This is an optimization exercise on Yosys and OpenROAD, whose aim is small area, a short achievable clock period and few clock cycles per item, not a production implementation.
The RTL was checked by simulation tests, not by an equivalence proof against the original design.

## the reference run
==> flow/design.v <==
module mult(
 clk,
 rstx,
 mcand_is_signed,
 mlier_is_signed,
 start,
 mcand,
 mlier,
 prod,
 busy
);
parameter BW_CNT = 3,    
          BW_MCAND = 3,
          BW_MLIER = 4;
input                          clk;
input                          rstx;
input                          mcand_is_signed;
input                          mlier_is_signed;
input                          start;
input           [BW_MCAND-1:0] mcand;
input           [BW_MLIER-1:0] mlier;
output [BW_MCAND+BW_MLIER-1:0] prod;
output                         busy;
reg [BW_CNT-1:0] cnt;
wire cnt_eq_0 = (cnt == {BW_CNT{1'b0}});
always @(posedge clk or negedge rstx)
  if (~rstx)         cnt <= {BW_CNT{1'b0}};
  else if (start)    cnt <= BW_MLIER;
  else if (cnt_eq_0) cnt <= {BW_CNT{1'b0}};
  else               cnt <= cnt - {{(BW_CNT-1){1'b0}}, 1'd1};
wire cnt_eq_1 = (cnt == {{(BW_CNT-1){1'b0}}, 1'd1});
assign busy = ~cnt_eq_0;
wire last_stage_1 = cnt_eq_1 & mlier_is_signed;
reg [BW_MCAND+BW_MLIER-1:0] prod;
wire [BW_MCAND-1:0] prod1 = (prod[0] ? mcand : {BW_MCAND{1'b0}});
wire [BW_MCAND:0] sum = {   cnt_eq_1
                          ? mcand_is_signed | mlier_is_signed
                          : 1'b0
                        , prod[BW_MCAND+BW_MLIER-1:BW_MLIER] }
                      + { 1'b0
                        ,   {BW_MCAND{last_stage_1}}
                          ^ { prod1[BW_MCAND-1] ^ mcand_is_signed
                            , prod1[BW_MCAND-2:0] } }
                      + {{BW_MCAND{1'b0}}, last_stage_1};
always @(posedge clk or negedge rstx)
  if (~rstx)          prod <= {(BW_MCAND+BW_MLIER){1'b0}};
  else if (start)     prod <= {mcand_is_signed, {(BW_MCAND-1){1'b0}}, mlier};
  else if (~cnt_eq_0) prod <= {sum, prod[BW_MLIER-1:1]};
endmodule
module cordic_sqrt_seq (
 input         rstx,
 input         clk,
 input         start,
 input  [15:0] din,
 output        busy,
 output [15:0] dout
);
reg  [4:0] cnt;
wire [4:0] ncnt = start ? 5'd1 :
                  ((cnt == 5'd17) || (cnt == 5'd0)) ? 5'd0 : cnt + 5'd1;
always @(posedge clk or negedge rstx)
  if (!rstx) cnt <= 5'd0;
  else       cnt <= ncnt;
assign busy = (cnt != 5'd0);
reg [7:0] selx_n;   
reg [7:0] sely_n;   
reg       mm_n;     
reg       cord_n;   
reg       yx_n;     
always @(*) begin
  sely_n = 8'b00000001;
  case (ncnt)
  5'd1: sely_n = 8'b00000001;
  5'd2: sely_n = 8'b00000010;
  5'd3: sely_n = 8'b00000100;
  5'd4: sely_n = 8'b00001000;
  5'd5: sely_n = 8'b00001000;
  5'd6: sely_n = 8'b00010000;
  5'd7: sely_n = 8'b00100000;
  5'd8: sely_n = 8'b01000000;
  5'd9: sely_n = 8'b10000000;
  default: sely_n = 8'b00000001;
  endcase
  mm_n = 1'b0;
  case (ncnt)
  5'd10: begin selx_n = 8'b00000001; mm_n = 1'b0; end
  5'd11: begin selx_n = 8'b00000100; mm_n = 1'b1; end
  5'd12: begin selx_n = 8'b00001000; mm_n = 1'b1; end
  5'd13: begin selx_n = 8'b00000100; mm_n = 1'b0; end
  5'd14: begin selx_n = 8'b00000010; mm_n = 1'b0; end
  5'd15: begin selx_n = 8'b00000010; mm_n = 1'b1; end
  5'd16: begin selx_n = 8'b00000010; mm_n = 1'b1; end
  5'd17: begin selx_n = 8'b00000010; mm_n = 1'b0; end
  default: selx_n = sely_n;
  endcase
  cord_n = (ncnt != 5'd0) && (ncnt <= 5'd9);
  yx_n   = (ncnt >= 5'd9);
end
reg [7:0] selx, sely;
reg       cord, yx, rnd;
always @(posedge clk) begin
  selx <= selx_n;
  sely <= sely_n;
  cord <= cord_n;
  yx   <= yx_n;
  rnd  <= (ncnt == 5'd11);
end
reg  [20:0] X;
reg  [20:0] Y;
wire [28:0] yext = {{8{Y[20]}}, Y};
wire [28:0] xext = {8'd0, X};
reg  [20:0] ysh, xsh;
integer i, k;
always @(*) begin
  for (i = 0; i < 21; i = i + 1) begin
    ysh[i] = 1'b0;
    xsh[i] = 1'b0;
    for (k = 0; k < 8; k = k + 1) begin
      ysh[i] = ysh[i] | (selx[k] & yext[i + k + 1]);
      xsh[i] = xsh[i] | (sely[k] & xext[i + k + 1]);
    end
  end
  ysh[18] = ysh[18] | rnd;
end
reg         mx, cx, my;
wire [20:0] xsum, ysum;
pfx_add #(.W(21)) u_xadd (.a(X), .b(ysh ^ {21{mx}}), .ci(cx), .s(xsum));
pfx_add #(.W(21)) u_yadd (.a(Y), .b(xsh ^ {21{my}}), .ci(my), .s(ysum));
wire [20:0] x0 = {{1'b0, din} + 17'h02000, 4'd0};
wire [20:0] y0 = {{1'b0, din} - 17'h02000, 4'd0};
wire        ny_pos = start ? ~y0[20] : busy ? ~(yx ? xsum[20] : ysum[20]) : ~Y[20];
always @(posedge clk) begin
  mx <= cord_n ? ny_pos : mm_n;
  cx <= cord_n & ny_pos;
  my <= ny_pos;
end
always @(posedge clk)
  if (start) begin
    X <= x0;
    Y <= y0;
  end else if (busy) begin
    if (cord) X <= xsum;
    Y <= yx ? xsum : ysum;
  end
assign dout = Y[19:4];
endmodule
module pfx_add #(parameter W = 21) (
 input  [W-1:0] a,
 input  [W-1:0] b,
 input          ci,
 output [W-1:0] s
);
wire [W-1:0] p0 = a ^ b;
reg  [W:0]   g, p, gn, pn;
integer i, d, j;
always @(*) begin
  g = {a & b, ci};
  p = {p0, 1'b0};
  for (d = 1; d < W + 1; d = d * 2) begin
    gn = g;
    pn = p;
    for (i = 0; i < W + 1; i = i + 1) begin
      if ((i / d) % 2 == 1) begin
        j = (i / d) * d - 1;
        gn[i] = g[i] | (p[i] & g[j]);
        pn[i] = p[i] & p[j];
      end
    end
    g = gn;
    p = pn;
  end
end
assign s = p0 ^ g[W-1:0];
endmodule
export LEC_CHECK = 0
export CAP_MARGIN = 20
export CORE_MARGIN = 2
export CORE_UTILIZATION = 40
export CTS_BUF_LIST = sky130_fd_sc_hd__clkbuf_8
export SETUP_SLACK_MARGIN = 2.3
export SLEW_MARGIN = 20
create_clock -name core_clock -period 6.0 [get_ports {clk}]
standard.sh (not shown) runs the stock make flow with config.mk's settings and CLKGATE_MAP_FILE= SYNTH_SCRIPT=/design/flow/synth_recipe.tcl, a recipe that flattens the netlist after the stock synthesis.
==> flow/flow/run.sh <==
#!/bin/bash
# Standard layout, with the port buffers made of buf_1 cells instead of the default.
set -euo pipefail
bash standard.sh "BUFFER_PORTS_ARGS=-buffer_cell sky130_fd_sc_hd__buf_1" finish > standard_flow.log 2>&1
Testbench counts of the reference run, summed over its fixed seeds: cycles 144,000, items 8,000.
#### Input delta (the trial run over the reference run)
diff --git a/flow/design.v b/flow/design.v
--- a/flow/design.v
+++ b/flow/design.v
@@ -150,23 +150,20 @@
  input          ci,
  output [W-1:0] s
 );
 wire [W-1:0] p0 = a ^ b;
 reg  [W:0]   g, p, gn, pn;
-integer i, d, j;
+integer i, d;
 always @(*) begin
   g = {a & b, ci};
   p = {p0, 1'b0};
   for (d = 1; d < W + 1; d = d * 2) begin
     gn = g;
     pn = p;
-    for (i = 0; i < W + 1; i = i + 1) begin
-      if ((i / d) % 2 == 1) begin
-        j = (i / d) * d - 1;
-        gn[i] = g[i] | (p[i] & g[j]);
-        pn[i] = p[i] & p[j];
-      end
+    for (i = d; i < W + 1; i = i + 1) begin
+      gn[i] = g[i] | (p[i] & g[i - d]);
+      pn[i] = p[i] & p[i - d];
     end
     g = gn;
     p = pn;
   end
 end
- NOTE: sequential share of layout area in the trial run falls short of that of the reference run
- Summary of the trial run over the reference run: initial core utilization ~0 delta, synthesized cell count +57, cell area after layout +3.1%.
- In terms of worst reg-to-reg setup slack, the reference run and the trial run differ only marginally.
- Minimum clock period after layout: the trial run < the reference run
- Per the comparison of the trial run with the reference run, post-route fraction of the period consumed by the critical path shows no meaningful change, number of antenna violations at the first check in global routing essentially unchanged.
- Comparing the reference run and the trial run, the higher hold slack was measured on the reference run.
Testbench counts of the trial run, summed over its fixed seeds: cycles 144,000, items 8,000.

## re-timing with driven ports
The flow's constraints put no driver on any port. The routed layouts listed below were extracted and timed again, unchanged, in two steps. Step 1 sets driving cells, clkbuf_16 on the clock port and buf_2 on the other inputs (assumed; they add their load-dependent delay and slew). Step 2 also shifts input and output timing later by t, the mid clock arrival at the registers, as if the neighbouring blocks saw the same clock. Slacks: ideal / step 1 / step 2; pairs: ideal / step 1.
run	shift t [ns]	setup WS [ns]	hold WS [ns]	worst setup path at the end
the reference run	0.418	2.367 / 2.367 / 2.367	0.540 / 0.540 / 0.540	register to register
the trial run	0.409	2.375 / 2.375 / 2.314	0.506 / 0.506 / 0.506	input to register
After both steps setup and hold are still met in every run listed. The setup slack of the trial run, which loses most, moves by 0.000 ns with the drivers and by -0.061 ns with both steps.
